Background: an optimization exercise with open tools, aiming at small area. Do not read the settings as production practice. Function was checked by simulation only, so behaviour that the tests miss may differ from the original. No driver is modelled on the clock port, so clocking that relies on it looks cheaper here than on a real chip. Power is estimated from default activity; no workload was simulated.

`flow/design.v`:
```
`timescale 1ns / 1ps
module top(
    input clk,
    input reset,
    input [2:0] btn,
    input [7:0] sw,
    input RsRx,
    output RsTx,
    output [15:0] led,
    output uartTx,
    output uartRx
    );
reg [6:0] l;
reg [4:0] g;
reg       first_done;    
reg [2:0] j6;            
wire l_end = (l == 7'd14);
always @(posedge clk, posedge reset) begin
    if (reset) begin
        l <= 7'd14;
        g <= 5'd5;
        first_done <= 1'b0;
        j6 <= 3'd0;
    end else begin
        l <= {l[5:0], ~(l[6] ^ l[5] ^ l_end)};
        if (l_end) g <= (g == 5'd19) ? 5'd0 : g + 5'd1;
        first_done <= first_done | g[4];
        j6 <= {j6[1:0], ~j6[2]};
    end
end
reg [3:0] k;           
reg [7:0] d;           
reg       cy;          
wire load = first_done & l_end & (g == 5'd5);
wire k_inc = first_done & l_end & (g == 5'd15);    
wire [3:0] addend = {k[3] & ~k[1], k[2], k[1] & ~k[3], k[0]};
always @(posedge clk, posedge reset) begin
    if (reset) k <= 4'd0;
    else if (k_inc) k <= (k == 4'd10) ? 4'd0 : k + 4'd1;
end
always @(posedge clk) begin
    if (load) d <= sw;
end
wire a_bit = ~g[2] & addend[g[1:0]];
wire d_bit = d[g[2:0]];
wire s_bit = d_bit ^ a_bit ^ cy;
always @(posedge clk) begin
    if (l_end) cy <= g[3] & ((d_bit & a_bit) | (d_bit & cy) | (a_bit & cy));
end
wire tx_low = first_done & ((g == 5'd7) | (g[3] & ~g[4] & ~s_bit));
assign RsTx = ~tx_low;
assign uartTx = RsTx;
assign uartRx = RsRx;
reg [3:0] p;
reg [3:0] t;
reg m_a, m_b, m_nl;    
wire rx_tick = ~j6[2] & ~j6[0];
wire rx_idle = p[3] & ~p[2] & p[0];
wire rx_done = (p == 4'd9);
reg [2:0] ptr;
wire ptr0 = (ptr == 3'd0);
wire [2:0] i = p[2:0];
wire [7:0] c_u = 8'h55, c_d = 8'h44, c_p = 8'h50, c_n = 8'h4E, c_nl = 8'h0A;
wire e_a  = ptr0 ? c_u[i] : c_p[i];
wire e_b  = ptr0 ? c_d[i] : c_n[i];
wire e_nl = c_nl[i];
wire sample = ~rx_idle & rx_tick & (t == 4'd15) & ~p[3];
always @(posedge clk, posedge reset) begin
    if (reset) p <= 4'd11;
    else if (rx_idle) p <= {1'b1, ~RsRx, 2'b11};
    else if (rx_tick && t == 4'd15) p <= p + 4'd1;
end
always @(posedge clk) begin
    if (rx_idle) t <= 4'd8;
    else if (rx_tick) t <= t + 4'd1;
end
always @(posedge clk) begin
    if (rx_idle) begin
        m_a <= 1'b1; m_b <= 1'b1; m_nl <= 1'b1;
    end else if (sample) begin
        m_a <= m_a & (RsRx == e_a);
        m_b <= m_b & (RsRx == e_b);
        m_nl <= m_nl & (RsRx == e_nl);
    end
end
reg b0u, b0d, b1p, b1n;
always @(posedge clk, posedge reset) begin
    if (reset) ptr <= 3'd0;
    else if (rx_done) ptr <= m_nl ? 3'd0 : ptr + 3'd1;
end
always @(posedge clk) begin
    if (rx_done && !m_nl && ptr == 3'd0) begin b0u <= m_a; b0d <= m_b; end
    if (rx_done && !m_nl && ptr == 3'd1) begin b1p <= m_a; b1n <= m_b; end
end
wire cmd_up = rx_done & m_nl & b0u & b1p;
wire cmd_dn = rx_done & m_nl & b0d & b1n;
reg prev_btn;
always @(posedge clk) prev_btn <= btn[0];
wire btn_edge = btn[0] & ~prev_btn;
reg [1:0] mode;
always @(posedge clk, posedge reset) begin
    if (reset) mode <= 2'd0;
    else if (cmd_up) mode <= 2'd1;
    else if (cmd_dn) mode <= 2'd2;
    else if (btn_edge) mode <= (mode == 2'd3) ? 2'd1 : mode + 2'd1;
end
reg [6:0] q;
reg zf, dn;
reg [13:0] cnt_led;
wire counting = mode[0] ^ mode[1];
wire step = counting & (q == 7'd75);
wire [14:0] c;
assign c[0] = step & ~zf;
genvar gi;
generate for (gi = 0; gi < 14; gi = gi + 1) begin : g_ch
    assign c[gi+1] = c[gi] & (cnt_led[gi] ^ dn);
end endgenerate
wire up_wrap = ~dn & (&{cnt_led[13], cnt_led[10:8], cnt_led[3:0]});
wire clr = step & (zf | up_wrap);
wire dn_wrap = c[14];
localparam [13:0] K9999 = 14'd9999;
always @(posedge clk, posedge reset) begin
    if (reset) cnt_led <= 14'd0;
    else cnt_led <= (cnt_led ^ c[13:0]) & {14{~clr}} & (K9999 | {14{~dn_wrap}});
end
always @(posedge clk) begin
    q <= (counting & ~step) ? {q[5:0], ~(q[6] ^ q[5])} : 7'd0;
    if (!counting) zf <= 1'b1;
    else if (step) zf <= 1'b0;
end
always @(posedge clk) if (step) dn <= mode[1];
assign led = {mode, cnt_led};
endmodule
```
`flow/flow/run.sh`:
```
#!/bin/bash
# Standard layout with buf_1 port buffers and a clock tree without dummy loads.
export BUFFER_PORTS_ARGS="-buffer_cell sky130_fd_sc_hd__buf_1"
export CTS_ARGS="-sink_clustering_enable -repair_clock_nets -dont_use_dummy_load -buf_list {sky130_fd_sc_hd__clkbuf_2 sky130_fd_sc_hd__clkbuf_4 sky130_fd_sc_hd__clkbuf_8}"
bash standard.sh > standard.log 2>&1
```
`flow/standard.sh`:
```
#!/bin/bash
# synth_recipe.tcl (not shown) runs the flow's synth.tcl, then flattens the netlist and writes it again
# the make line also repeats each setting of config.mk as NAME=value (left out here)
make -C /OpenROAD-flow-scripts/flow DESIGN_CONFIG=/design/flow/config.mk WORK_HOME=/design/flow/orfs CLKGATE_MAP_FILE= SYNTH_SCRIPT=/design/flow/synth_recipe.tcl "${@:-finish}"
```
`flow/config.mk`:
```
export PLATFORM = sky130hd
export DESIGN_NAME = top
export DESIGN_NICKNAME = top
export VERILOG_FILES = /design/flow/design.v
export SDC_FILE = /design/flow/constraint.sdc
export NUM_CORES = 4
export LEC_CHECK = 0
export CAP_MARGIN = 20
export CORE_MARGIN = 2
export CORE_UTILIZATION = 40
export SLEW_MARGIN = 20
```
`flow/constraint.sdc`:
```
create_clock -name core_clock -period 10.0 [get_ports {clk}]
set_input_delay 2.0000 -clock core_clock [delete_from_list [all_inputs] [get_ports {clk}]]
set_output_delay 2.0000 -clock core_clock [all_outputs]
set_load 0.01 [all_outputs]
```
==> metrics.md, run 1 <==
| Metric | Value |
|---|---|
| Power Dens Cells | about 140 mW/mm^2 |
| Residual DRC | 0 |
| Pins over their slew limit | 0 |
| Total GRT Usage | 0.138 |
| First-pass GRT wire length | ~10,000 um |
| Hold slack final | roughly 360 ps |
| Starting density of the core | 0.416 |
| Fmax | 214 MHz |
| Critical path's largest stage delay | ~660 ps |
| Initial antenna violation count | 0 |
| Run status | no timing/DRC/antenna violations |
| DR vias/cell | just over 5 |
| Die width | 96.7 um |
| Crit Reg-Reg Endpoint | cnt_led[7]$_DFF_PP0_ |
| # resized after CTS | 0 |
| Nets | ~380 |
| Synthesized area | 0.00344 mm^2 |
| Most common cell in the synthesized netlist | dfrtp_1 |
| Startpoint types | flip-flop |
| Leakage power | about 1.5 nW |
| Asr flop ratio synth | 0.589 |
| Initial drt markers | around 110 |
| Worst r2r src | mode[1]$_DFFE_PP0P_ |
| Arrival @ worst endpoint | 2680 ps |
| CTS Buffer Depth | 2 |
| Rel. slew slack | 0.440 |
| Cell chain of the critical path | mux4_2 > mux2_2 > fa_1 > o21ai_0 > nand3_1 > buf_1 |
| Synth Area in Compound Gates | 0.0925 |
| Unique cell type count in the Yosys netlist | between 50 and 60 |
| I/O Pins | 33 |
| Final hold violations | 0 |
| DRT antenna net count | 0 |
| Routed wire length | 5900 um |
| Hold WC Path Type | reg2reg |
| XOR/XNOR Fraction of Synth Area | 0.0637 |
| Share of cells above drive strength 1 | 0.0896 |
| CTS Buf Count | 9 |
| Hold bufs inserted after CTS | 0 |
| List of most frequent post-synthesis cells | 35 x dfrtp_1, 31 x nor2_1, 21 x nand2_1 |
| Worst-skew pair later-pin latency | 340 ps |
| Antenna cells | 0 |
| Syn_nets | between 300 and 400 |
| Adder-Cell Fraction of Synth Area | 0.0495 |
| Routed vias | between 2,000 and 2,500 |
| RSZ-0062 raised after global routing | no |
| Main flop type after synthesis | dfrtp_1 |
| Main combinational cell family by area after synthesis | simple AND/OR/NAND/NOR gates |
| Core Rows | 33 |
| Minimum clock period | 4680 ps |
| GPL Wtd Cong | ~0.8 |
| P&R area growth vs syn | 9.58% |
| CTS root buf | clkbuf_8 |
| Worst-Margin Slew | approximately 840 ps |
| Detailed Place HPWL | roughly 4000 um |
| Critical Path End Type | output port |
| Worst-path clk slew | about 60 ps |
| Core area | roughly 0.0083 mm^2 |
| Wirelength per Cell | roughly 13 um |
| Die Y | 96.7 um |
| Max FO, Critical Path | 11 |
| Setup Buffers After CTS | 0 |
| Number of global-route vias before repair | around 2,300 |
| PortBufs | 30 |
| Post-synth top area share | 0.255 |
| Worst Skew | around 20 ps |
| Post-synthesis mux area share | 0.0404 |
| Post-synthesis sequential area ratio | 0.532 |
| Ys Warns | 1 |
| R2R Setup Slk | 7290 ps |
| CTS sink count | 73 |
| Syn Inst Count | roughly 320 |
| Worst r2r path cells | 7 |
| CTS tree | yes |
| Pwr Total | about 0.53 mW |
| Slowest CP cell | dfstp_2 |
| Syn_area_per_cell | 10.8 um^2 |
| Yosys reg bits | between 70 and 80 |
| Max Cap Violations | 0 |
| Synth Area in Simple Gates | 0.190 |
| Final setup violation count | 0 |
| Worst Setup SP | g[0]$_DFFE_PP1P_ |
| CP endpoint | RsTx |
| Htree depth | 3 |
| Setup CP Type | reg2out |
| WP data required | ~8000 ps |
| Setup TNS | 0 ps |
| Pre-antenna DRT Iters | 4 |
| Full die area | about 0.0093 mm^2 |
| Remaining global-route overflow | 0 |
| EDFF count, synth | 14 |
| Cell taking the most area after synthesis | dfrtp_1 |
| Max VDD drop | 0.0566 mV |
| Largest net degree at the start of global routing | 44 |
| Ranking of synthesized cells by area | dfrtp_1 25%, edfxtp_1 12%, dfxtp_1 9.3% |
| Period utilization | 0.468 |
==> worst max-delay path: cells and delay by family (launching register included) <==
kind                     cells  cell delay (ps)
multiplexers                 2              820
flip-flops                   1              660
adder cells (fa/ha/maj)      1              460
AO/OA/AOI/OAI                1              150
buffers and inverters        1              140
AND/OR/NAND/NOR              1              110
==> metal layers <==
metal  wire length [um]  up-vias  GRT usage
met2               2650       37      0.210
met5                  0        -          0
li1                   -     1180          -
met3                200        6     0.0332
met1               2950     1117      0.182
met4                 92        0     0.0726
==> logic make-up (layout without fill, tap and decap cells) <==
group / count (synthesis) / in the layout
adder cells (fa/ha/maj): 13 / 13
AND/OR/NAND/NOR: 119 / 119
buffers and inverters: 27 / 56
AO/OA/AOI/OAI: 50 / 50
XOR/XNOR: 25 / 25
multiplexers: 10 / 10
flip-flops: 73 / 73
==> state kept, by name, indices dropped and copies added (netlist names), 2 cells and up <==
| signal | count |
|---|---|
| t | 4 |
| q | 7 |
| j6 | 3 |
| mode | 2 |
| d | 8 |
| p | 4 |
| g | 5 |
| k | 4 |
| ptr | 3 |
| l | 7 |
| cnt_led | 14 |
==> placed cells by master, fill, tap and decap left out, types with 7 or more instances in the layout <==
cell type | Yosys | layout
a21oi_1 | 13 | 13
and2_1 | 8 | 8
buf_1 | 1 | 30
clkbuf_8 | 0 | 9
dfrtp_1 | 35 | 35
dfstp_2 | 8 | 8
dfxtp_1 | 16 | 16
edfxtp_1 | 14 | 14
ha_1 | 12 | 12
inv_1 | 15 | 14
nand2_1 | 21 | 21
nand4_1 | 9 | 9
nor2_1 | 31 | 31
nor2b_1 | 7 | 7
o21ai_0 | 15 | 15
xnor2_1 | 17 | 17
xor2_1 | 8 | 8
==> worst min path at each step <==
stage / from / to / slack (ps) / cells after the start
floorplan: j6[1]$_DFF_PP0_ / j6[2]$_DFF_PP0_ / 330 / 0
global placement: j6[1]$_DFF_PP0_ / j6[2]$_DFF_PP0_ / 330 / 0
detailed placement: j6[1]$_DFF_PP0_ / j6[2]$_DFF_PP0_ / 350 / 0
CTS: l[2]$_DFF_PP1_ / l[3]$_DFF_PP1_ / 360 / 0
global route: l[2]$_DFF_PP1_ / l[3]$_DFF_PP1_ / 360 / 0
finish: l[2]$_DFF_PP1_ / l[3]$_DFF_PP1_ / 360 / 0
==> metrics by stage <==
step	instances	setup slack, ps	instance area (um^2)	utilization
6_report	451	5320	3760	0.456
4_1_cts	451	5260	3760	0.456
5_1_grt	451	5120	3760	0.456
3_5_place_dp	442	5550	3640	0.441
3_3_place_gp	442	5570	3640	0.441
2_1_floorplan	317	5460	3440	-
==> power by group <==
group          internal [mW]  total, mW  switching [mW]  leakage [nW]
registers              0.314      0.320         0.00602         0.813
clock network         0.0803      0.173          0.0925        0.0647
logic                 0.0151     0.0386          0.0235         0.587
==> cell type report <==
| class | instances | area (um^2) |
|---|---|---|
| clock buffer | 9 | 124 |
| fill | 805 | 4490 |
| inverter | 15 | 56.3 |
| multi-input combinational | 217 | 1500 |
| sequential | 73 | 1830 |
| tap | 105 | 131 |
| timing repair buffer | 32 | 128 |
==> run 2: changes to the inputs <==
==> flow/flow/run.sh (replaced) <==
#!/bin/bash
# Standard layout with buf_1 port buffers and a clock tree of clkbuf_4 without dummy loads.
export BUFFER_PORTS_ARGS="-buffer_cell sky130_fd_sc_hd__buf_1"
export CTS_ARGS="-sink_clustering_enable -repair_clock_nets -dont_use_dummy_load -buf_list sky130_fd_sc_hd__clkbuf_4 -sink_clustering_size 10"
bash standard.sh > standard.log 2>&1
--- a/flow/config.mk
+++ b/flow/config.mk
@@ -7,5 +7,6 @@
 export LEC_CHECK = 0
 export CAP_MARGIN = 20
 export CORE_MARGIN = 2
-export CORE_UTILIZATION = 40
+export CORE_UTILIZATION = 70
+export PLACE_DENSITY = 0.8
 export SLEW_MARGIN = 20
==> run 2 against run 1 <==
Combinational power is 1% lower; die area decreased by 41%; critical path depth unchanged.
==> metrics.md, run 2 <==
| Metric | Value |
|---|---|
| Unique cell type count in the Yosys netlist | 56 (unchanged) |
| First-pass GRT wire length | 9630 um (was 10,500 um) |
| Initial antenna violation count | 0 (unchanged) |
| DRT antenna net count | 0 (unchanged) |
| Worst-Margin Slew | 808 ps (was 839 ps) |
| Die width | 74.1 um (was 96.7 um) |
| Ranking of synthesized cells by area | dfrtp_1 25%, edfxtp_1 12%, dfxtp_1 9.3% (unchanged) |
| RSZ-0062 raised after global routing | no (unchanged) |
| GPL Wtd Cong | 0.869 (was 0.795) |
| Fillers | 324 (was 805) |
| Ys Warns | 1 (unchanged) |
| # resized after CTS | 0 (unchanged) |
| Initial drt markers | 95 (was 108) |
| Power Dens Cells | 132 mW/mm^2 (was 141 mW/mm^2) |
| PortBufs | 30 (unchanged) |
| Residual DRC | 0 (unchanged) |
| Rel. slew slack | 0.461 (was 0.440) |
| Core Rows | 25 (was 33) |
| Pwr Total | 0.483 mW (was 0.531 mW) |
| Fin area | 0.00366 mm^2 (was 0.00376 mm^2) |
| Antenna cells | 0 (unchanged) |
| Setup TNS | 0 ps (unchanged) |
| Yosys reg bits | 73 (unchanged) |
| R2R Setup Slk | 7230 ps (was 7290 ps) |
| Final setup violation count | 0 (unchanged) |
| Minimum clock period | 4750 ps (was 4680 ps) |
| Period utilization | 0.475 (was 0.468) |
| CTS sink count | 73 (unchanged) |
| I/O Pins | 33 (unchanged) |
| Cell taking the most area after synthesis | dfrtp_1 (unchanged) |
| Max Cap Violations | 0 (unchanged) |
| Detailed Place HPWL | 3910 um (was 4100 um) |
| Biggest registers after layout | cnt_led (14), d (8) (unchanged) |
| Hold path start | l[2]$_DFF_PP1_ (unchanged) |
| Asr flop ratio synth | 0.589 (unchanged) |
| Die Y | 74.1 um (was 96.7 um) |
| Most frequent cells in the layout | 35 x dfrtp_1, 31 x nor2_1, 30 x buf_1, 21 x nand2_1, 17 x xnor2_1 (unchanged) |
| Hold bufs inserted after CTS | 0 (unchanged) |
| Remaining global-route overflow | 0 (unchanged) |
| EDFF count, synth | 14 (unchanged) |
| Worst Skew | 34.0 ps (was 20.0 ps) |
| Crit Reg-Reg Endpoint | cnt_led[7]$_DFF_PP0_ (unchanged) |
| Share of cells above drive strength 1 | 0.0896 (unchanged) |
| WP data required | 8000 ps (about the same) |
| CTS Buf Count | 9 (unchanged) |
| Routed vias | 2,367 (was 2,340) |
| Max FO, Critical Path | 11 (unchanged) |
| Starting density of the core | 0.727 (was 0.416) |
| Largest Register | cnt_led (unchanged) |
| List of most frequent post-synthesis cells | 35 x dfrtp_1, 31 x nor2_1, 21 x nand2_1 (unchanged) |
| CTS root buf | clkbuf_4 (was clkbuf_8) |
| Wirelength per Cell | 13.4 um (was 13.1 um) |
| Run status | no timing/DRC/antenna violations (unchanged) |
| Synthesized area | 0.00344 mm^2 (unchanged) |
| Syn Inst Count | 317 (unchanged) |
| Setup Buffers After CTS | 0 (unchanged) |
| Leakage power | 1.45 nW (was 1.46 nW) |
| Startpoint types | flip-flop (unchanged) |
| Largest net degree at the start of global routing | 44 (unchanged) |
| Max VDD drop | 0.104 mV (was 0.0566 mV) |
| Most common cell after layout, fill and taps aside | dfrtp_1 (unchanged) |
| Worst-skew pair later-pin latency | 400 ps (was 340 ps) |
| Setup CP Type | reg2out (unchanged) |
| CTS Buffer Depth | 2 (unchanged) |
| Arrival @ worst endpoint | 2750 ps (was 2680 ps) |
| Dpl cell area | 0.00359 mm^2 (was 0.00364 mm^2) |
| Nets | 375 (unchanged) |
| Syn_area_per_cell | 10.8 um^2 (unchanged) |
| Hold Path Cell Cnt | 0 (unchanged) |
| Number of global-route vias before repair | 2,212 (was 2,262) |
| Max reg flops | 14 (unchanged) |
| Worst-path clk slew | 80 ps (was 60 ps) |
| Hold WC Path Type | reg2reg (unchanged) |
| Pre-antenna DRT Iters | 4 (unchanged) |
| CTS tree | yes (unchanged) |
| Post-synthesis sequential area ratio | 0.532 (unchanged) |
| Worst r2r src | mode[1]$_DFFE_PP0P_ (unchanged) |
| Critical Path End Type | output port (unchanged) |
| Full die area | 0.00548 mm^2 (was 0.00935 mm^2) |
| Most common cell in the synthesized netlist | dfrtp_1 (unchanged) |
| Post-synth top area share | 0.255 (unchanged) |
| Fmax | 211 MHz (was 214 MHz) |
| Worst r2r path cells | 7 (unchanged) |
| Routed wire length | 5540 um (was 5900 um) |
| Pins over their slew limit | 0 (unchanged) |
| Syn_nets | 344 (unchanged) |
| Final hold violations | 0 (unchanged) |
| Total GRT Usage | 0.232 (was 0.138) |
| P&R area growth vs syn | 6.55% (was 9.58%) |
| Core area | 0.00472 mm^2 (was 0.00826 mm^2) |
| Main flop type after synthesis | dfrtp_1 (unchanged) |
| Htree depth | 3 (unchanged) |
| DR vias/cell | 5.73 (was 5.19) |
| Hold EP | l[3]$_DFF_PP1_ (unchanged) |
-- run 2: cell counts after synthesis --
Identical to the previous run, type by type.
-- run 2: worst max-delay path by stage --
stage,from,endpoint,slack [ps],cells past startpoint
after detailed placement,RsRx,uartRx,5560,2
after global routing,g[0]$_DFFE_PP1P_,RsTx,5130,6
after global placement,RsRx,uartRx,5570,2
after CTS,g[0]$_DFFE_PP1P_,RsTx,5220,6
after floorplan,g[0]$_DFFE_PP1P_,uartTx,5460,7
final,g[0]$_DFFE_PP1P_,RsTx,5250,6
-- run 2: metal layers --
| metal | wire [um] | track usage | part of all wire |
|---|---|---|---|
| met5 | 0 | 0 | 0 |
| met4 | 64 | 0.113 | 0.012 |
| met3 | 192 | 0.0542 | 0.035 |
| met2 | 2730 | 0.373 | 0.49 |
| met1 | 2550 | 0.299 | 0.46 |
-- run 2: critical path, cell delays in order (launching register included) --
cell and delay (ps):
dfstp_2 660, mux4_2 530, mux2_2 290, fa_1 460
o21ai_0 170, nand3_1 120, buf_1 150
-- run 2: cell families (layout without fill, tap and decap cells) --
logic type,Yosys count,count (layout),share of synthesized area
and+or+nand+nor,119,119,0.190
DFF,73,73,0.532
AOI/OAI and AO/OA,50,50,0.0925
buffers and inverters,27,56,0.0320
xor gates and xnor gates,25,25,0.0637
adders and majority gates,13,13,0.0495
muxes,10,10,0.0404
-- run 2: per-stage QoR --
stage,setup WS [ps],hold WS (ps),util,cells
after floorplan,5460,331,-,317
after global placement,5570,336,0.761,404
after detailed placement,5560,343,0.761,404
after CTS,5220,367,0.775,413
after global routing,5130,371,0.775,413
final,5250,368,0.775,413
-- run 2: report_power, final --
part / total [mW] / internal [mW] / switching (mW)
clock: 0.125 / 0.0419 / 0.0830
sequential: 0.319 / 0.313 / 0.00610
combinational: 0.0381 / 0.0150 / 0.0231
-- run 2: final cells by class --
class	instances	area, um^2	share of cell area
Clock buffer	9	67.6	0.0185
Sequential cell	73	1830	0.499
Timing Repair Buffer	32	128	0.0349
Multi-Input combinational cell	217	1500	0.409
Inverter	15	56.3	0.0154
Tap cell	67	83.8	0.0229
==> run 3: changes to the inputs <==
--- a/flow/config.mk
+++ b/flow/config.mk
@@ -7,6 +7,6 @@
 export LEC_CHECK = 0
 export CAP_MARGIN = 20
 export CORE_MARGIN = 2
-export CORE_UTILIZATION = 70
-export PLACE_DENSITY = 0.8
+export CORE_UTILIZATION = 60
+export PLACE_DENSITY = 0.7
 export SLEW_MARGIN = 20
==> run 3 against run 2 <==
Still clean; sequential power barely moved; wire length up 1.1%; worst hold slack got worse by 15 ps; first-iteration DRC count decreased by 27%; combinational power increased by 1%; cell count rose by 1.2%; clock power about the same; critical path type unchanged.
==> metrics.md, run 3 <==
| Metric | Value |
|---|---|
| Worst r2r src | mode[1]$_DFFE_PP0P_ (unchanged) |
| Critical path's largest stage delay | 660 ps (about the same) |
| CTS Buffer Depth | 2 (unchanged) |
| Remaining global-route overflow | 0 (unchanged) |
| Setup CP Type | reg2out (unchanged) |
| Power Dens Cells | 131 mW/mm^2 (was 132 mW/mm^2) |
| Routed vias | 2,306 (was 2,367) |
| Share of cells above drive strength 1 | 0.0896 (unchanged) |
| Ranking of synthesized cells by area | dfrtp_1 25%, edfxtp_1 12%, dfxtp_1 9.3% (unchanged) |
| Setup TNS | 0 ps (unchanged) |
| Htree depth | 3 (unchanged) |
| DR vias/cell | 5.52 (was 5.73) |
| Ys Warns | 1 (unchanged) |
| Period utilization | 0.471 (was 0.475) |
| Minimum clock period | 4710 ps (was 4750 ps) |
| Flip-flop and latch area | 0.00183 mm^2 (unchanged) |
| Final setup violation count | 0 (unchanged) |
| Crit Reg-Reg Endpoint | cnt_led[7]$_DFF_PP0_ (unchanged) |
| Hold WC Path Type | reg2reg (unchanged) |
| List of most frequent post-synthesis cells | 35 x dfrtp_1, 31 x nor2_1, 21 x nand2_1 (unchanged) |
| Most common cell after layout, fill and taps aside | dfrtp_1 (unchanged) |
| Post-Layout Cell Count | 418 (was 413) |
| Run status | no timing/DRC/antenna violations (unchanged) |
| Worst-skew pair later-pin latency | 390 ps (was 400 ps) |
| Setup Buffers After CTS | 0 (unchanged) |
| # resized after CTS | 0 (unchanged) |
| Fillers | 438 (was 324) |
| EDFF count, synth | 14 (unchanged) |
| Asr flop ratio synth | 0.589 (unchanged) |
| Multi-input gate area | 0.00150 mm^2 (unchanged) |
| CTS Buf Count | 9 (unchanged) |
| Startpoint types | flip-flop (unchanged) |
| Yosys reg bits | 73 (unchanged) |
| Post-synthesis sequential area ratio | 0.532 (unchanged) |
| DRT antenna net count | 0 (unchanged) |
| Largest net degree at the start of global routing | 44 (unchanged) |
| Slowest CP cell | dfstp_2 (unchanged) |
| Full die area | 0.00635 mm^2 (was 0.00548 mm^2) |
| Core area | 0.00551 mm^2 (was 0.00472 mm^2) |
| Max VDD drop | 0.0967 mV (was 0.104 mV) |
| Antenna cells | 0 (unchanged) |
| Max FO, Critical Path | 11 (unchanged) |
| Routed wire length | 5600 um (was 5540 um) |
| Syn_nets | 344 (unchanged) |
| Pins over their slew limit | 0 (unchanged) |
| GPL Wtd Cong | 0.810 (was 0.869) |
| Most frequent cells in the layout | 35 x dfrtp_1, 31 x nor2_1, 30 x buf_1, 21 x nand2_1, 17 x xnor2_1 (unchanged) |
| CTS root buf | clkbuf_4 (unchanged) |
| Residual DRC | 0 (unchanged) |
| Cell chain of the critical path | mux4_2 > mux2_2 > fa_1 > o21ai_0 > nand3_1 > buf_1 (unchanged) |
| CTS sink count | 73 (unchanged) |
| Number of global-route vias before repair | 2,159 (was 2,212) |
| Critical Path End Type | output port (unchanged) |
| Total GRT Usage | 0.196 (was 0.232) |
| CTS tree | yes (unchanged) |
| Worst-path clk slew | 90 ps (was 80 ps) |
| Placed cells | 409 (was 404) |
| Initial antenna violation count | 0 (unchanged) |
| Worst Skew | 29.5 ps (was 34.0 ps) |
| CP endpoint | RsTx (unchanged) |
| WP data required | 8000 ps (about the same) |
| Pre-antenna DRT Iters | 4 (unchanged) |
| Worst Setup SP | g[0]$_DFFE_PP1P_ (unchanged) |
| P&R area growth vs syn | 6.74% (was 6.55%) |
| Worst r2r path cells | 7 (unchanged) |
| Largest Register | cnt_led (unchanged) |
| Wirelength per Cell | 13.4 um (about the same) |
| Worst-Margin Slew | 836 ps (was 808 ps) |
| Initial drt markers | 69 (was 95) |
| Biggest registers after layout | cnt_led (14), d (8) (unchanged) |
| R2R Setup Slk | 7240 ps (was 7230 ps) |
| Core Rows | 27 (was 25) |
| Syn Inst Count | 317 (unchanged) |
| Unique cell type count in the Yosys netlist | 56 (unchanged) |
| Nets | 375 (unchanged) |
| RSZ-0062 raised after global routing | no (unchanged) |
| Hold path start | l[2]$_DFF_PP1_ (unchanged) |
| First-pass GRT wire length | 9600 um (was 9630 um) |
| Fmax | 213 MHz (was 211 MHz) |
| Most common cell in the synthesized netlist | dfrtp_1 (unchanged) |
| PortBufs | 30 (unchanged) |
| Die width | 79.7 um (was 74.1 um) |
| Max Cap Violations | 0 (unchanged) |
| Max reg flops | 14 (unchanged) |
| Post-synth top area share | 0.255 (unchanged) |
| Die Y | 79.7 um (was 74.1 um) |
| Synthesized area | 0.00344 mm^2 (unchanged) |
| I/O Pins | 33 (unchanged) |
| Final hold violations | 0 (unchanged) |
| Main flop type after synthesis | dfrtp_1 (unchanged) |
| Rel. slew slack | 0.442 (was 0.461) |
| Detailed Place HPWL | 3940 um (was 3910 um) |
| Starting density of the core | 0.624 (was 0.727) |
| Hold bufs inserted after CTS | 0 (unchanged) |
| Cell taking the most area after synthesis | dfrtp_1 (unchanged) |
| Arrival @ worst endpoint | 2710 ps (was 2750 ps) |
| Syn_area_per_cell | 10.8 um^2 (unchanged) |
| Leakage power | 1.44 nW (was 1.45 nW) |
==> run 3: cell counts after synthesis <==
No cell type changed its count.
==> run 3: stage by stage <==
step	utilization	power (mW)	instance area [um^2]	worst slack [ps]	hold WS [ps]
4_1_cts	0.666	0.489	3670	5230	358
3_3_place_gp	0.654	0.364	3600	5580	333
2_1_floorplan	-	0.352	3440	5460	331
6_report	0.666	0.482	3670	5290	353
3_5_place_dp	0.654	0.365	3600	5580	342
5_1_grt	0.666	0.504	3670	5100	371
==> run 3: routing by layer <==
| metal | routed length (um) | track usage | share of wire |
|---|---|---|---|
| met2 | 2610 | 0.305 | 0.47 |
| met3 | 231 | 0.0373 | 0.041 |
| met5 | 0 | 0 | 0 |
| met1 | 2700 | 0.262 | 0.48 |
| met4 | 58 | 0.0983 | 0.010 |
==> run 3: cell type report <==
cell class / count / area share
Tap cell: 72 / 0.0246
Timing Repair Buffer: 32 / 0.0348
Multi-Input combinational cell: 217 / 0.409
Inverter: 15 / 0.0154
Clock buffer: 9 / 0.0184
Sequential cell: 73 / 0.498
==> run 3: how the worst min path moves through the flow <==
stage | end | slack [ps] | depth (start not counted)
6_report | l[3]$_DFF_PP1_ | 350 | 0
5_1_grt | l[3]$_DFF_PP1_ | 370 | 0
4_1_cts | l[3]$_DFF_PP1_ | 360 | 0
3_5_place_dp | j6[2]$_DFF_PP0_ | 340 | 0
3_3_place_gp | j6[2]$_DFF_PP0_ | 330 | 0
2_1_floorplan | j6[2]$_DFF_PP0_ | 330 | 0
==> run 3: cell families after synthesis <==
| kind of cell | Yosys count | synth area share |
|---|---|---|
| and+or+nand+nor | 119 | 0.190 |
| muxes | 10 | 0.0404 |
| buffers and inverters | 27 | 0.0320 |
| AOI/OAI and AO/OA | 50 | 0.0925 |
| adders and majority gates | 13 | 0.0495 |
| DFF | 73 | 0.532 |
| xor gates and xnor gates | 25 | 0.0637 |
==> run 3: report_power, final <==
group	switching [mW]	internal, mW
registers	0.00617	0.313
logic	0.0235	0.0151
clock network	0.0818	0.0420
==> run 3: critical path: cells and delay by family, from the launching register on <==
family                     cells  cell delay, ps
DFF                            1             660
AOI/OAI and AO/OA              1             150
and+or+nand+nor                1             110
muxes                          2             820
buffers and inverters          1             140
adders and majority gates      1             460
==> run 4: changes to the inputs <==
==> flow/flow/run.sh (replaced) <==
#!/bin/bash
# Standard ORFS layout (the standard.sh) with these changes:
#  - synthesis maps logic with an area-oriented ABC script (flow/abc_area.script,
#    used through ABC_AREA=1 from a local copy of the ORFS scripts folder);
#    registers and the rest of synthesis are unchanged;
#  - port buffers are sky130_fd_sc_hd__buf_1;
#  - the clock tree is built from clkbuf_8 without dummy loads, then each clock
#    buffer is downsized while flip-flop clock slews stay under 110 ps (flow/post_cts.tcl).
set -euo pipefail
rm -rf orfs_scripts
cp -r "$FLOW_HOME/scripts" orfs_scripts
cp flow/abc_area.script orfs_scripts/abc_area.script
export SCRIPTS_DIR="$PWD/orfs_scripts"
export BUFFER_PORTS_ARGS="-buffer_cell sky130_fd_sc_hd__buf_1"
export CTS_ARGS="-sink_clustering_enable -repair_clock_nets -dont_use_dummy_load -buf_list sky130_fd_sc_hd__clkbuf_8"
export POST_CTS_TCL="$PWD/flow/post_cts.tcl"
bash standard.sh > standard.log 2>&1
==> flow/flow/abc_area.script (new file) <==
strash
balance
rewrite
refactor
balance
rewrite
rewrite -z
balance
refactor -z
rewrite -z
balance
dch -f
amap
strash
dch -f
amap
strash
dch -f
amap
topo
==> flow/flow/post_cts.tcl (new file) <==
# Downsize clock-tree buffers (leaves first, then the root) to the smallest
# clkbuf that keeps every flip-flop clock pin's slew under the limit below,
# measured with placement parasitics.
set clk_slew_limit 0.11
set clk_sizes {sky130_fd_sc_hd__clkbuf_2 sky130_fd_sc_hd__clkbuf_4 sky130_fd_sc_hd__clkbuf_8 sky130_fd_sc_hd__clkbuf_16}

proc worst_ff_clk_slew {} {
  set worst 0
  foreach p [get_pins -hierarchical */CLK] {
    set s [get_property $p slew_max]
    if {$s > $worst} { set worst $s }
  }
  return $worst
}

proc clk_buf_rank { name } {
  set i [lsearch -exact $::clk_sizes $name]
  return $i
}

estimate_parasitics -placement
puts "post_cts: worst flip-flop clock slew before downsizing [worst_ff_clk_slew]"
set bufs {}
foreach inst [get_cells clkbuf_*] {
  set n [get_property $inst name]
  if {[string match clkbuf_0_* $n]} { set bufs [concat $bufs [list $n]] } else { set bufs [concat [list $n] $bufs] }
}
foreach n $bufs {
  set orig [get_property [get_cells $n] ref_name]
  set r [clk_buf_rank $orig]
  if {$r < 0} continue
  for {set k 0} {$k < $r} {incr k} {
    set c [lindex $clk_sizes $k]
    replace_cell $n $c
    estimate_parasitics -placement
    if {[worst_ff_clk_slew] <= $clk_slew_limit} {
      puts "post_cts: $n $orig -> $c"
      break
    }
    replace_cell $n $orig
    estimate_parasitics -placement
  }
}
puts "post_cts: worst flip-flop clock slew after downsizing [worst_ff_clk_slew]"
detailed_placement
estimate_parasitics -placement
--- a/flow/config.mk
+++ b/flow/config.mk
@@ -5,8 +5,8 @@
 export SDC_FILE = /design/flow/constraint.sdc
 export NUM_CORES = 4
 export LEC_CHECK = 0
+export ABC_AREA = 1
 export CAP_MARGIN = 20
 export CORE_MARGIN = 2
-export CORE_UTILIZATION = 60
-export PLACE_DENSITY = 0.7
+export CORE_UTILIZATION = 50
 export SLEW_MARGIN = 20
==> run 4 against run 3 <==
Synthesized area is 6.3% lower; the run now fails in clock tree synthesis; synthesized cell count rose by 4.4%.
==> metrics.md, run 4 <==
| Metric | Value |
|---|---|
| Run status | stopped before the end (was no timing/DRC/antenna violations) |
| Stopping stage | clock tree synthesis |
| Err | Error: cts.tcl, 90 can't read "::clk_sizes": no such variable |
| Die width | 84.2 um (was 79.7 um) |
| EDFF count, synth | 14 (unchanged) |
| Core Rows | 29 (was 27) |
| Cell taking the most area after synthesis | dfrtp_1 (unchanged) |
| Unique cell type count in the Yosys netlist | 36 (was 56) |
| GPL Wtd Cong | 0.824 (was 0.810) |
| Main flop type after synthesis | dfrtp_1 (unchanged) |
| Post-synth top area share | 0.272 (was 0.255) |
| PortBufs | 30 (unchanged) |
| Die Y | 84.2 um (was 79.7 um) |
| Ranking of synthesized cells by area | dfrtp_1 27%, edfxtp_1 13%, dfxtp_1 10% (was dfrtp_1 25%, edfxtp_1 12%, dfxtp_1 9.3%) |
| Syn_nets | 358 (was 344) |
| Ys Warns | 1 (unchanged) |
| Starting density of the core | 0.513 (was 0.624) |
| Post-synthesis sequential area ratio | 0.568 (was 0.532) |
| List of most frequent post-synthesis cells | 60 x nor2_1, 55 x clkinv_1, 35 x dfrtp_1 (was 35 x dfrtp_1, 31 x nor2_1, 21 x nand2_1) |
| Syn_area_per_cell | 9.72 um^2 (was 10.8 um^2) |
| Yosys reg bits | 73 (unchanged) |
| CTS sink count | 73 (unchanged) |
| Asr flop ratio synth | 0.589 (unchanged) |
| Most common cell in the synthesized netlist | nor2_1 (was dfrtp_1) |
| Detailed Place HPWL | 4000 um (was 3940 um) |
| Synthesized area | 0.00322 mm^2 (was 0.00344 mm^2) |
| I/O Pins | 33 (unchanged) |
| Syn Inst Count | 331 (was 317) |
==> run 4: cell types whose count changed after synthesis, moves of 7 or more <==
cell      before  now
o22ai_1        1   11
inv_1         15    0
a211oi_1       5   13
xor2_1         8    0
xnor2_1       17    0
clkinv_1       0   55
nor2_1        31   60
nand4_1        9    2
and2_1         8    0
clkbuf_1       8    0
==> run 4: how the worst max path moves through the flow <==
stage | start | endpoint | slack [ps] | depth (start not counted)
2_1_floorplan | RsRx | uartRx | 5880 | 1
3_3_place_gp | RsRx | uartRx | 5590 | 2
3_5_place_dp | RsRx | uartRx | 5590 | 2
==> run 4: power groups by stage <==
stage / Combinational, mW / Sequential (mW) / Clock (mW)
3_5_place_dp: 0.0485 / 0.331 / 0
3_3_place_gp: 0.0479 / 0.330 / 0
2_1_floorplan: 0.0340 / 0.331 / 0
==> run 4: logic make-up after synthesis <==
| group | Yosys count | share of synthesized area |
|---|---|---|
| AND/OR/NAND/NOR | 108 | 0.147 |
| AO/OA/AOI/OAI | 80 | 0.164 |
| adder cells (fa/ha/maj) | 13 | 0.0529 |
| flip-flops | 73 | 0.568 |
| buffers and inverters | 57 | 0.0688 |
==> run 4: metrics by stage <==
stage / hold WS [ps] / setup WS (ps) / instances / util / instance area, um^2
2_1_floorplan: 331 / 5880 / 331 / - / 3220
3_3_place_gp: 336 / 5590 / 438 / 0.546 / 3430
3_5_place_dp: 347 / 5590 / 438 / 0.546 / 3430
==> run 5: changes to the inputs <==
--- a/flow/flow/post_cts.tcl
+++ b/flow/flow/post_cts.tcl
@@ -1,8 +1,8 @@
 # Downsize clock-tree buffers (leaves first, then the root) to the smallest
 # clkbuf that keeps every flip-flop clock pin's slew under the limit below,
 # measured with placement parasitics.
-set clk_slew_limit 0.11
-set clk_sizes {sky130_fd_sc_hd__clkbuf_2 sky130_fd_sc_hd__clkbuf_4 sky130_fd_sc_hd__clkbuf_8 sky130_fd_sc_hd__clkbuf_16}
+set ::clk_slew_limit 0.11
+set ::clk_sizes {sky130_fd_sc_hd__clkbuf_2 sky130_fd_sc_hd__clkbuf_4 sky130_fd_sc_hd__clkbuf_8 sky130_fd_sc_hd__clkbuf_16}
 
 proc worst_ff_clk_slew {} {
   set worst 0
@@ -30,10 +30,10 @@
   set r [clk_buf_rank $orig]
   if {$r < 0} continue
   for {set k 0} {$k < $r} {incr k} {
-    set c [lindex $clk_sizes $k]
+    set c [lindex $::clk_sizes $k]
     replace_cell $n $c
     estimate_parasitics -placement
-    if {[worst_ff_clk_slew] <= $clk_slew_limit} {
+    if {[worst_ff_clk_slew] <= $::clk_slew_limit} {
       puts "post_cts: $n $orig -> $c"
       break
     }
==> run 5 against run 4 <==
The run now finishes clean; synthesized area stayed put; synthesized cell count did not move.
==> metrics.md, run 5 <==
| Metric | Value |
|---|---|
| Run status | no timing/DRC/antenna violations (was stopped before the end) |
| Residual DRC | 0 |
| Hold slack final | ~360 ps |
| Dpl ws | 5590 ps (unchanged) |
| DRT antenna net count | 0 |
| Post-synthesis sequential area ratio | 0.568 (unchanged) |
| Initial drt markers | 77 |
| Syn_nets | 358 (unchanged) |
| Worst-Margin Slew | approximately 770 ps |
| Largest net degree at the start of global routing | 34 |
| Setup TNS | 0 ps |
| Cell taking the most area after synthesis | dfrtp_1 (unchanged) |
| Max FO, Critical Path | 9 |
| Rel. slew slack | 0.483 |
| Asr flop ratio synth | 0.589 (unchanged) |
| Main flop type after synthesis | dfrtp_1 (unchanged) |
| Worst-path clk slew | roughly 80 ps |
| Max VDD drop | between 0.1 and 0.15 mV |
| Core area | 0.00628 mm^2 |
| Worst Skew | around 33 ps |
| Starting density of the core | 0.513 (unchanged) |
| Total GRT Usage | 0.167 |
| Most common cell in the synthesized netlist | nor2_1 (unchanged) |
| Yosys reg bits | 73 (unchanged) |
| Worst Setup SP | g[0]$_DFFE_PP1P_ |
| Full die area | roughly 0.007 mm^2 |
| Cell chain of the critical path | clkinv_1 > a221oi_1 > o31ai_1 > fa_1 > o22ai_1 > nand3_1 > buf_1 |
| Hold WC Path Type | reg2reg |
| Pre-antenna DRT Iters | 4 |
| Worst-skew pair later-pin latency | 460 ps |
| Arrival @ worst endpoint | ~2600 ps |
| Die Y | 84.2 um (unchanged) |
| Die width | 84.2 um (unchanged) |
| Fillers | ~580 |
| Routed vias | around 2,300 |
| Unique cell type count in the Yosys netlist | 36 (unchanged) |
| Wirelength per Cell | ~12 um |
| CTS sink count | 73 (unchanged) |
| I/O Pins | 33 (unchanged) |
| EDFF count, synth | 14 (unchanged) |
| WP depth | 7 |
| GPL Wtd Cong | 0.824 (unchanged) |
| Minimum clock period | 4570 ps |
| Largest Register | cnt_led |
| Detailed Place HPWL | 4000 um (unchanged) |
| Ys Warns | 1 (unchanged) |
| Nets | about 400 |
| Slowest CP cell | dfstp_2 |
| WP data required | ~8000 ps |
| Hold Path Cell Cnt | 0 |
| DR vias/cell | about 5.2 |
| Final hold violations | 0 |
| Synthesized area | 0.00322 mm^2 (unchanged) |
| Antenna cells | 0 |
| Final setup violation count | 0 |
| Remaining global-route overflow | 0 |
| Layout Utilization | 0.558 |
| Pins over their slew limit | 0 |
| Syn Inst Count | 331 (unchanged) |
| Worst path buffer plus inverter count | 2 |
| Most common cell after layout, fill and taps aside | nor2_1 |
| Number of global-route vias before repair | between 2,000 and 2,500 |
| Syn_area_per_cell | 9.72 um^2 (unchanged) |
| Setup CP Type | reg2out |
| R2R Setup Slk | around 5700 ps |
| Period utilization | 0.457 |
| Post-synth top area share | 0.272 (unchanged) |
| Most frequent cells in the layout | 60 x nor2_1, 55 x clkinv_1, 35 x dfrtp_1, 30 x buf_1, 20 x o21ai_0 |
| P&R area growth vs syn | 8.90% |
| Hold path start | l[1]$_DFF_PP1_ |
| First-pass GRT wire length | 9380 um |
| Critical path's largest stage delay | ~630 ps |
| Critical Path End Type | output port |
| Share of cells above drive strength 1 | 0.0514 |
| Hold EP | l[2]$_DFF_PP1_ |
| CTS tree | yes |
| Max Cap Violations | 0 |
| Max reg flops | 14 |
| Crit Reg-Reg Endpoint | cnt_led[12]$_DFF_PP0_ |
| RSZ-0062 raised after global routing | no |
| Biggest registers after layout | cnt_led (14), d (8) |
| PortBufs | 30 (unchanged) |
| Core Rows | 29 (unchanged) |
| Worst r2r path cells | 15 |
| Crit-path leading delay family | flip-flops |
| Ranking of synthesized cells by area | dfrtp_1 27%, edfxtp_1 13%, dfxtp_1 10% (unchanged) |
| Power Dens Cells | about 140 mW/mm^2 |
| Setup WS post-layout | 5430 ps |
| Routed wire length | around 5500 um |
| List of most frequent post-synthesis cells | 60 x nor2_1, 55 x clkinv_1, 35 x dfrtp_1 (unchanged) |
| Worst r2r src | q[0]$_SDFF_PN0_ |
| Leakage power | around 1.4 nW |
| Fmax | about 220 MHz |
| Startpoint types | flip-flop |
| Initial antenna violation count | 0 |
## run 5: report_power, final
| group | internal (mW) | switching, mW |
|---|---|---|
| logic | 0.0180 | 0.0292 |
| registers | 0.317 | 0.00784 |
| clock network | 0.0477 | 0.0846 |
## run 5: layer usage
layer	share of wire	track usage	vias up
met5	0	0	-
met4	0.0081	0.0865	0
met3	0.036	0.0511	4
met2	0.46	0.250	41
met1	0.50	0.219	1060
li1	-	-	1229
## run 5: cell families after synthesis
group | synth area share
AND/OR/NAND/NOR | 0.147
adder cells (fa/ha/maj) | 0.0529
AO/OA/AOI/OAI | 0.164
flip-flops | 0.568
buffers and inverters | 0.0688
## run 5: how the worst max path moves through the flow
stage / end / slack, ps
after detailed placement: uartRx / 5590
final: RsTx / 5430
after global routing: RsTx / 5110
after global placement: uartRx / 5590
after floorplan: uartRx / 5880
## run 5: per-stage QoR
step,instance area [um^2],power [mW],instances
floorplan,3220,0.365,331
global placement,3430,0.378,438
detailed placement,3430,0.380,438
global route,3500,0.537,447
finish,3500,0.505,447
## run 5: worst reg2reg max path: stages (launching register included)
cell and delay, ps:
dfxtp_1 320, clkinv_1 70, nor4_1 420, clkinv_1 190, nor4_1 560, o21ai_0 310
nor2_1 260, clkinv_1 110, nor2_1 190, clkinv_1 110, nor2_1 200, o221ai_1 190
nor2_1 270, o221ai_1 220, o21ai_0 660, a211oi_1 110
## run 5: final cells by class
cell class / instances / area, um^2 / area share
repair buffers: 32 / 128 / 0.0364
clock buffers: 9 / 77.6 / 0.0221
well taps: 77 / 96.3 / 0.0275
flip-flops and latches: 73 / 1830 / 0.521
multi-input cells: 201 / 1170 / 0.334
inverters: 55 / 206 / 0.0589
==> run 6: changes to the inputs <==
--- a/flow/design.v
+++ b/flow/design.v
@@ -23,7 +23,7 @@
         j6 <= 3'd0;
     end else begin
         l <= {l[5:0], ~(l[6] ^ l[5] ^ l_end)};
-        if (l_end) g <= (g == 5'd19) ? 5'd0 : g + 5'd1;
+        g <= (l_end & (g == 5'd19)) ? 5'd0 : g + {4'd0, l_end};
         first_done <= first_done | g[4];
         j6 <= {j6[1:0], ~j6[2]};
     end
@@ -64,11 +64,11 @@
 wire e_a  = ptr0 ? c_u[i] : c_p[i];
 wire e_b  = ptr0 ? c_d[i] : c_n[i];
 wire e_nl = c_nl[i];
-wire sample = ~rx_idle & rx_tick & (t == 4'd15) & ~p[3];
+wire sample = rx_tick & (&t) & ~p[3];
 always @(posedge clk, posedge reset) begin
     if (reset) p <= 4'd11;
     else if (rx_idle) p <= {1'b1, ~RsRx, 2'b11};
-    else if (rx_tick && t == 4'd15) p <= p + 4'd1;
+    else if (rx_tick) p <= p + {3'd0, &t};
 end
 always @(posedge clk) begin
     if (rx_idle) t <= 4'd8;
@@ -86,7 +86,7 @@
 reg b0u, b0d, b1p, b1n;
 always @(posedge clk, posedge reset) begin
     if (reset) ptr <= 3'd0;
-    else if (rx_done) ptr <= m_nl ? 3'd0 : ptr + 3'd1;
+    else ptr <= (rx_done & m_nl) ? 3'd0 : ptr + {2'd0, rx_done};
 end
 always @(posedge clk) begin
     if (rx_done && !m_nl && ptr == 3'd0) begin b0u <= m_a; b0d <= m_b; end
==> run 6 against run 5 <==
Cell count decreased by 5.1%; cell area down 3.2%; fmax down 5.0%; non-clock buffer count unchanged; setup slack got worse by 240 ps; clock-buffer cell count unchanged; critical endpoint is now uartTx.
==> metrics.md, run 6 <==
| Metric | Value |
|---|---|
| Max Cap Violations | 0 (unchanged) |
| Setup WS post-layout | 5190 ps (was 5430 ps) |
| Most frequent cells in the layout | 49 x nor2_1, 40 x clkinv_1, 35 x dfrtp_1, 30 x buf_1, 21 x nand2_1 (was 60 x nor2_1, 55 x clkinv_1, 35 x dfrtp_1, 30 x buf_1, 20 x o21ai_0) |
| PortBufs | 30 (unchanged) |
| Fillers | 544 (was 577) |
| Worst-Margin Slew | 987 ps (was 767 ps) |
| Period utilization | 0.481 (was 0.457) |
| CTS tree | yes (unchanged) |
| CTS sink count | 73 (unchanged) |
| Minimum clock period | 4810 ps (was 4570 ps) |
| Share of cells above drive strength 1 | 0.0544 (was 0.0514) |
| Dpl ws | 5500 ps (was 5590 ps) |
| Syn_area_per_cell | 10.0 um^2 (was 9.72 um^2) |
| Max FO, Critical Path | 8 (was 9) |
| First-pass GRT wire length | 9540 um (was 9380 um) |
| Pre-antenna DRT Iters | 4 (unchanged) |
| Main flop type after synthesis | dfrtp_1 (unchanged) |
| Full die area | 0.00688 mm^2 (was 0.00709 mm^2) |
| Post-synthesis sequential area ratio | 0.587 (was 0.568) |
| Nets | 374 (was 399) |
| Biggest registers after layout | cnt_led (14), d (8) (unchanged) |
| Largest Register | cnt_led (unchanged) |
| Max VDD drop | 0.0978 mV (was 0.105 mV) |
| Dpl cell area | 0.00332 mm^2 (was 0.00343 mm^2) |
| Cell taking the most area after synthesis | dfrtp_1 (unchanged) |
| Multi-input gate area | 0.00112 mm^2 (was 0.00117 mm^2) |
| Routed vias | 2,285 (was 2,334) |
| Setup TNS | 0 ps (unchanged) |
| Largest net degree at the start of global routing | 44 (was 34) |
| WP data required | 8000 ps (about the same) |
| Wirelength per Cell | 12.7 um (was 12.2 um) |
| Starting density of the core | 0.523 (was 0.513) |
| List of most frequent post-synthesis cells | 49 x nor2_1, 40 x clkinv_1, 35 x dfrtp_1 (was 60 x nor2_1, 55 x clkinv_1, 35 x dfrtp_1) |
| I/O Pins | 33 (unchanged) |
| Worst-skew pair later-pin latency | 500 ps (was 460 ps) |
| Fin area | 0.00339 mm^2 (was 0.00350 mm^2) |
| Hold slack final | 363 ps (was 360 ps) |
| Final hold violations | 0 (unchanged) |
| Pwr Total | 0.501 mW (was 0.505 mW) |
| Residual DRC | 0 (unchanged) |
| Routed wire length | 5390 um (was 5460 um) |
| GPL Wtd Cong | 0.766 (was 0.824) |
| Die Y | 82.9 um (was 84.2 um) |
| Run status | no timing/DRC/antenna violations (unchanged) |
| Asr flop ratio synth | 0.589 (unchanged) |
| Rel. slew slack | 0.325 (was 0.483) |
| Setup CP Type | reg2out (unchanged) |
| DRT antenna net count | 0 (unchanged) |
| Final setup violation count | 0 (unchanged) |
| Fmax | 208 MHz (was 219 MHz) |
| Flip-flop and latch area | 0.00183 mm^2 (unchanged) |
| Power Dens Cells | 148 mW/mm^2 (was 144 mW/mm^2) |
| Syn Inst Count | 310 (was 331) |
| Antenna cells | 0 (unchanged) |
| Synthesized area | 0.00311 mm^2 (was 0.00322 mm^2) |
| Leakage power | 1.32 nW (was 1.35 nW) |
| Total GRT Usage | 0.172 (was 0.167) |
| Pins over their slew limit | 0 (unchanged) |
| Startpoint types | flip-flop (unchanged) |
| Ranking of synthesized cells by area | dfrtp_1 28%, edfxtp_1 13%, dfxtp_1 10% (was dfrtp_1 27%, edfxtp_1 13%, dfxtp_1 10%) |
| Ys Warns | 1 (unchanged) |
| Core Rows | 28 (was 29) |
| Unique cell type count in the Yosys netlist | 37 (was 36) |
| Worst-path clk slew | 90 ps (was 80 ps) |
| Core area | 0.00596 mm^2 (was 0.00628 mm^2) |
| RSZ-0062 raised after global routing | no (unchanged) |
| Post-synth top area share | 0.281 (was 0.272) |
| Detailed Place HPWL | 3890 um (was 4000 um) |
| Initial drt markers | 89 (was 77) |
| Syn_nets | 333 (was 358) |
| Max reg flops | 14 (unchanged) |
| Worst Skew | 26.1 ps (was 32.5 ps) |
| EDFF count, synth | 14 (unchanged) |
| Most common cell in the synthesized netlist | nor2_1 (unchanged) |
| Arrival @ worst endpoint | 2810 ps (was 2570 ps) |
| Yosys reg bits | 73 (unchanged) |
| Remaining global-route overflow | 0 (unchanged) |
| Most common cell after layout, fill and taps aside | nor2_1 (unchanged) |
| Hold WC Path Type | reg2reg (unchanged) |
| Initial antenna violation count | 0 (unchanged) |
| Die width | 82.9 um (was 84.2 um) |
| DR vias/cell | 5.39 (was 5.22) |
| P&R area growth vs syn | 8.92% (was 8.90%) |
| Critical Path End Type | output port (unchanged) |
| Number of global-route vias before repair | 2,177 (was 2,129) |
==> run 6: changes by cell type in the layout (fill, tap and decap cells not counted), sizes merged, moves of 2 or more <==
| cell | previous run | this run |
|---|---|---|
| clkinv | 55 | 40 |
| nor2 | 60 | 49 |
| nor2b | 5 | 12 |
| ha | 12 | 8 |
| o22ai | 11 | 7 |
| a22oi | 5 | 2 |
| nand2 | 18 | 21 |
| nand3 | 6 | 9 |
| o32ai | 3 | 0 |
| o21a | 2 | 0 |
| o21ai | 20 | 18 |
| or2 | 4 | 6 |
==> run 6: power by group <==
part / internal [mW] / total, mW / switching (mW) / leakage [nW]
logic: 0.0184 / 0.0457 / 0.0273 / 0.466
registers: 0.317 / 0.324 / 0.00705 / 0.815
clock network: 0.0433 / 0.131 / 0.0876 / 0.0435
==> run 6: worst max-delay path: stages (launching register included) <==
cell and delay [ps]:
dfrtp_1 510, clkinv_1 230, nand2_1 130, nor2_1 50
o41ai_1 440, fa_1 480, o32a_1 360, buf_1 140
==> run 6: final cells by class <==
class                      instances  share of cell area
inverter                          40              0.0443
sequential                        73               0.539
tap                               75              0.0277
timing repair buffer              32              0.0376
clock buffer                       9              0.0210
multi-input combinational        195               0.331
==> run 6: path summary, 6_finish.rpt <==
| check | startpoint | endpoint | slack [ps] | cells after the start |
|---|---|---|---|---|
| max | g[1]$_DFF_PP0_ | uartTx | 5190 | 7 |
| min | j6[1]$_DFF_PP0_ | j6[2]$_DFF_PP0_ | 360 | 0 |
| max reg2reg | dn$_DFFE_PN_ | cnt_led[6]$_DFF_PP0_ | 5460 | 15 |
| min reg2reg | j6[1]$_DFF_PP0_ | j6[2]$_DFF_PP0_ | 360 | 0 |
| max in group asynchronous | reset | g[0]$_DFF_PP1_ | 8020 | 3 |
| min in group asynchronous | reset | cnt_led[5]$_DFF_PP0_ | 1590 | 3 |
==> run 6: per-layer routing <==
layer | track usage | share of wire | vias up
li1 | - | - | 1174
met1 | 0.217 | 0.47 | 1063
met2 | 0.276 | 0.47 | 38
met3 | 0.0527 | 0.036 | 10
met4 | 0.0730 | 0.020 | 0
met5 | 0 | 0 | -
==> run 6: logic make-up (layout without fill, tap and decap cells) <==
| family | after synthesis | count (layout) | share of synthesized area |
|---|---|---|---|
| buffers and inverters | 42 | 81 | 0.0530 |
| AOI/OAI and AO/OA | 70 | 70 | 0.149 |
| adders and majority gates | 9 | 9 | 0.0386 |
| and+or+nand+nor | 116 | 116 | 0.173 |
| DFF | 73 | 73 | 0.587 |
==> run 6: through the flow <==
step / utilization / instances
detailed placement: 0.558 / 415
global route: 0.570 / 424
finish: 0.570 / 424
floorplan: - / 310
global placement: 0.558 / 415
==> run 7: changes to the inputs <==
--- a/flow/design.v
+++ b/flow/design.v
@@ -12,30 +12,31 @@
     );
 reg [6:0] l;
 reg [4:0] g;
-reg       first_done;    
 reg [2:0] j6;            
 wire l_end = (l == 7'd14);
+wire g19 = g[4] & g[1] & g[0];
+wire g5  = ~g[3] & g[2] & ~g[1] & g[0];
+wire g7  = ~g[3] & g[2] & g[1] & g[0];
+wire g15 = g[3] & g[2] & g[1] & g[0];
 always @(posedge clk, posedge reset) begin
     if (reset) begin
         l <= 7'd14;
         g <= 5'd5;
-        first_done <= 1'b0;
         j6 <= 3'd0;
     end else begin
         l <= {l[5:0], ~(l[6] ^ l[5] ^ l_end)};
-        g <= (l_end & (g == 5'd19)) ? 5'd0 : g + {4'd0, l_end};
-        first_done <= first_done | g[4];
+        g <= (l_end & g19) ? 5'd0 : g + {4'd0, l_end};
         j6 <= {j6[1:0], ~j6[2]};
     end
 end
-reg [3:0] k;           
+reg [3:0] k;
 reg [7:0] d;           
 reg       cy;          
-wire load = first_done & l_end & (g == 5'd5);
-wire k_inc = first_done & l_end & (g == 5'd15);    
+wire load = l_end & g5;
+wire k_inc = l_end & g15;    
 wire [3:0] addend = {k[3] & ~k[1], k[2], k[1] & ~k[3], k[0]};
 always @(posedge clk, posedge reset) begin
-    if (reset) k <= 4'd0;
+    if (reset) k <= 4'd15;
     else if (k_inc) k <= (k == 4'd10) ? 4'd0 : k + 4'd1;
 end
 always @(posedge clk) begin
@@ -47,7 +48,7 @@
 always @(posedge clk) begin
     if (l_end) cy <= g[3] & ((d_bit & a_bit) | (d_bit & cy) | (a_bit & cy));
 end
-wire tx_low = first_done & ((g == 5'd7) | (g[3] & ~g[4] & ~s_bit));
+wire tx_low = ~(k[3] & k[2]) & (g7 | (g[3] & ~s_bit));    
 assign RsTx = ~tx_low;
 assign uartTx = RsTx;
 assign uartRx = RsRx;
@@ -56,7 +57,7 @@
 reg m_a, m_b, m_nl;    
 wire rx_tick = ~j6[2] & ~j6[0];
 wire rx_idle = p[3] & ~p[2] & p[0];
-wire rx_done = (p == 4'd9);
+wire rx_done = p[3] & ~p[1] & p[0];    
 reg [2:0] ptr;
 wire ptr0 = (ptr == 3'd0);
 wire [2:0] i = p[2:0];
--- a/flow/config.mk
+++ b/flow/config.mk
@@ -8,5 +8,6 @@
 export ABC_AREA = 1
 export CAP_MARGIN = 20
 export CORE_MARGIN = 2
-export CORE_UTILIZATION = 50
+export CORE_UTILIZATION = 70
+export PLACE_DENSITY = 0.8
 export SLEW_MARGIN = 20
==> run 7 against run 6 <==
Wire length shrank 3.1%; utilization is 20 points higher; first-iteration DRC count rose by 80%; clock-buffer cell count is the same; non-clock buffer count is 1 lower; via count grew 0.74%; cell count fell by 8.0%; die area decreased by 28%; combinational power is 9.8% higher; critical path depth grew 10; total power is essentially flat; largest power group unchanged; still clean on timing, DRC and antenna; setup slack got worse by 14 ps.
==> metrics.md, run 7 <==
| Metric | Value |
|---|---|
| Max FO, Critical Path | 6 (was 8) |
| Unique cell type count in the Yosys netlist | 35 (was 37) |
| List of most frequent post-synthesis cells | 47 x nor2_1, 41 x clkinv_1, 30 x dfrtp_1 (was 49 x nor2_1, 40 x clkinv_1, 35 x dfrtp_1) |
| Setup WS post-layout | 5180 ps (was 5190 ps) |
| Placed cells | 381 (was 415) |
| Final setup violation count | 0 (unchanged) |
| Max Cap Violations | 0 (unchanged) |
| CTS tree | yes (unchanged) |
| Share of cells above drive strength 1 | 0.0651 (was 0.0544) |
| Number of global-route vias before repair | 2,201 (was 2,177) |
| Worst-skew pair later-pin latency | 460 ps (was 500 ps) |
| Fillers | 307 (was 544) |
| Syn_nets | 323 (was 333) |
| Critical Path End Type | flip-flop (was output port) |
| DRT antenna net count | 0 (unchanged) |
| Post-Layout Cell Count | 390 (was 424) |
| Final hold violations | 0 (unchanged) |
| Cell taking the most area after synthesis | dfrtp_1 (unchanged) |
| Arrival @ worst endpoint | 5140 ps (was 2810 ps) |
| Most common cell after layout, fill and taps aside | nor2_1 (unchanged) |
| Most frequent cells in the layout | 47 x nor2_1, 41 x clkinv_1, 30 x dfrtp_1, 30 x buf_1, 18 x a211oi_1 (was 49 x nor2_1, 40 x clkinv_1, 35 x dfrtp_1, 30 x buf_1, 21 x nand2_1) |
| Rel. slew slack | 0.479 (was 0.325) |
| CTS sink count | 72 (was 73) |
| Syn Inst Count | 300 (was 310) |
| Worst-path clk slew | 100 ps (was 90 ps) |
| Post-synthesis sequential area ratio | 0.588 (was 0.587) |
| Routed wire length | 5220 um (was 5390 um) |
| Layout Utilization | 0.772 (was 0.570) |
| Pre-antenna DRT Iters | 4 (unchanged) |
| EDFF count, synth | 14 (unchanged) |
| Die width | 70.3 um (was 82.9 um) |
| Dpl ws | 5270 ps (was 5500 ps) |
| Detailed Place HPWL | 3730 um (was 3890 um) |
| Hold WC Path Type | reg2reg (unchanged) |
| Starting density of the core | 0.716 (was 0.523) |
| Dpl cell area | 0.00324 mm^2 (was 0.00332 mm^2) |
| Asr flop ratio synth | 0.583 (was 0.589) |
| Remaining global-route overflow | 0 (unchanged) |
| Largest Register | cnt_led (unchanged) |
| Fmax | 207 MHz (was 208 MHz) |
| Core Rows | 24 (was 28) |
| GPL Wtd Cong | 0.818 (was 0.766) |
| Routed vias | 2,302 (was 2,285) |
| Main flop type after synthesis | dfrtp_1 (unchanged) |
| Setup CP Type | reg2reg (was reg2out) |
| R2R Setup Slk | 5180 ps (was 5460 ps) |
| Largest net degree at the start of global routing | 43 (was 44) |
| Startpoint types | flip-flop (unchanged) |
| Ranking of synthesized cells by area | dfrtp_1 24%, edfxtp_1 14%, dfxtp_1 10% (was dfrtp_1 28%, edfxtp_1 13%, dfxtp_1 10%) |
| Full die area | 0.00494 mm^2 (was 0.00688 mm^2) |
| Max VDD drop | 0.146 mV (was 0.0978 mV) |
| P&R area growth vs syn | 7.86% (was 8.92%) |
| Syn_area_per_cell | 10.2 um^2 (was 10.0 um^2) |
| Pins over their slew limit | 0 (unchanged) |
| Total GRT Usage | 0.240 (was 0.172) |
| Post-synth top area share | 0.244 (was 0.281) |
| Power Dens Cells | 151 mW/mm^2 (was 148 mW/mm^2) |
| Worst-Margin Slew | 762 ps (was 987 ps) |
| Yosys reg bits | 72 (was 73) |
| Residual DRC | 0 (unchanged) |
| RSZ-0062 raised after global routing | no (unchanged) |
| Worst Skew | 32.0 ps (was 26.1 ps) |
| Fin area | 0.00332 mm^2 (was 0.00339 mm^2) |
| Initial antenna violation count | 0 (unchanged) |
| Core area | 0.00429 mm^2 (was 0.00596 mm^2) |
| Minimum clock period | 4820 ps (was 4810 ps) |
| PortBufs | 30 (unchanged) |
| Antenna cells | 0 (unchanged) |
| Max reg flops | 14 (unchanged) |
| Hold slack final | 327 ps (was 363 ps) |
| Ys Warns | 1 (unchanged) |
| Nets | 363 (was 374) |
| Setup TNS | 0 ps (unchanged) |
| Wirelength per Cell | 13.4 um (was 12.7 um) |
| Period utilization | 0.482 (was 0.481) |
| Initial drt markers | 160 (was 89) |
| First-pass GRT wire length | 9290 um (was 9540 um) |
| I/O Pins | 33 (unchanged) |
| Synthesized area | 0.00307 mm^2 (was 0.00311 mm^2) |
| DR vias/cell | 5.90 (was 5.39) |
| Die Y | 70.3 um (was 82.9 um) |
| Most common cell in the synthesized netlist | nor2_1 (unchanged) |
| Biggest registers after layout | cnt_led (14), d (8) (unchanged) |
| Leakage power | 1.24 nW (was 1.32 nW) |
| Pwr Total | 0.501 mW (about the same) |
| Run status | no timing/DRC/antenna violations (unchanged) |
| WP data required | 10,310 ps (was 8000 ps) |
==> run 7: worst paths after layout <==
| kind | cells after the start | start | end |
|---|---|---|---|
| hold reg to reg | 0 | j6[1]$_DFF_PP0_ | j6[2]$_DFF_PP0_ |
| setup reg to reg | 17 | mode[1]$_DFFE_PP0P_ | cnt_led[5]$_DFF_PP0_ |
| setup / recovery | 17 | mode[1]$_DFFE_PP0P_ | cnt_led[5]$_DFF_PP0_ |
| max in group asynchronous | 3 | reset | p[0]$_DFFE_PP1P_ |
| hold / removal | 0 | j6[1]$_DFF_PP0_ | j6[2]$_DFF_PP0_ |
| min in group asynchronous | 3 | reset | cnt_led[1]$_DFF_PP0_ |
==> run 7: routing by layer <==
metal	wire [um]	GRT usage	vias to the layer above
met5	0	0	-
met4	114	0.135	0
met3	195	0.0447	15
met2	2480	0.373	57
met1	2430	0.320	1080
li1	-	-	1150
==> run 7: cell type report <==
class                           count  area (um^2)  area share
Sequential cell                    72         1810       0.545
Multi-Input combinational cell    185         1100       0.331
Inverter                           41          154      0.0464
Timing Repair Buffer               31          120      0.0362
Clock buffer                        9         71.3      0.0215
Tap cell                           52         65.1      0.0196
==> run 7: where the power goes <==
part           switching, mW  internal (mW)
clock network         0.0841         0.0435
logic                 0.0300         0.0201
registers            0.00880          0.314
total                  0.123          0.378
==> run 7: cells by family after synthesis <==
| logic type | synth area share |
|---|---|
| flops | 0.588 |
| fa+ha+maj | 0.0391 |
| simple gates | 0.153 |
| compound gates | 0.165 |
| buf+inv | 0.0549 |
==> run 7: worst max-delay path, cell delays in order (launching register included) <==
cell	delay (ps)
dfrtp_1	390
clkinv_1	100
ha_1	330
nor2_1	170
o21ai_0	120
a211oi_1	410
o21ai_0	270
a211oi_1	410
clkinv_1	160
a211oi_1	290
clkinv_1	180
a2111oi_0	610
o221ai_1	330
nor2_1	260
clkinv_1	110
nor2_1	200
a21o_1	270
a221oi_1	70

[static timing again, ports no longer ideal]
How much do the figures lean on ideal ports? The routed layouts below were timed once more, with nothing changed but the port constraints. Step 1 sets driving cells, clkbuf_16 on the clock port and buf_2 on the other inputs (assumed; they add their load-dependent delay and slew). Step 2 also shifts input and output timing later by t, the mid clock arrival at the registers, as if the neighbouring blocks saw the same clock. a / b / c = ideal ports / drivers / drivers and shift; a / b = the first two.
run	t (ns)	setup slack, ns	latest minus earliest clock arrival (ns)
run 1	0.363	5.324 / 5.291 / 5.529	0.021 / 0.020
run 2	0.412	5.250 / 5.224 / 5.549	0.034 / 0.034
run 3	0.402	5.295 / 5.268 / 5.556	0.030 / 0.030
run 5	0.468	5.431 / 5.405 / 5.567	0.032 / 0.032
run 6	0.508	5.189 / 5.164 / 5.460	0.026 / 0.026
run 7	0.467	5.175 / 5.172 / 5.175	0.033 / 0.033
After both steps setup and hold are still met in every run listed.
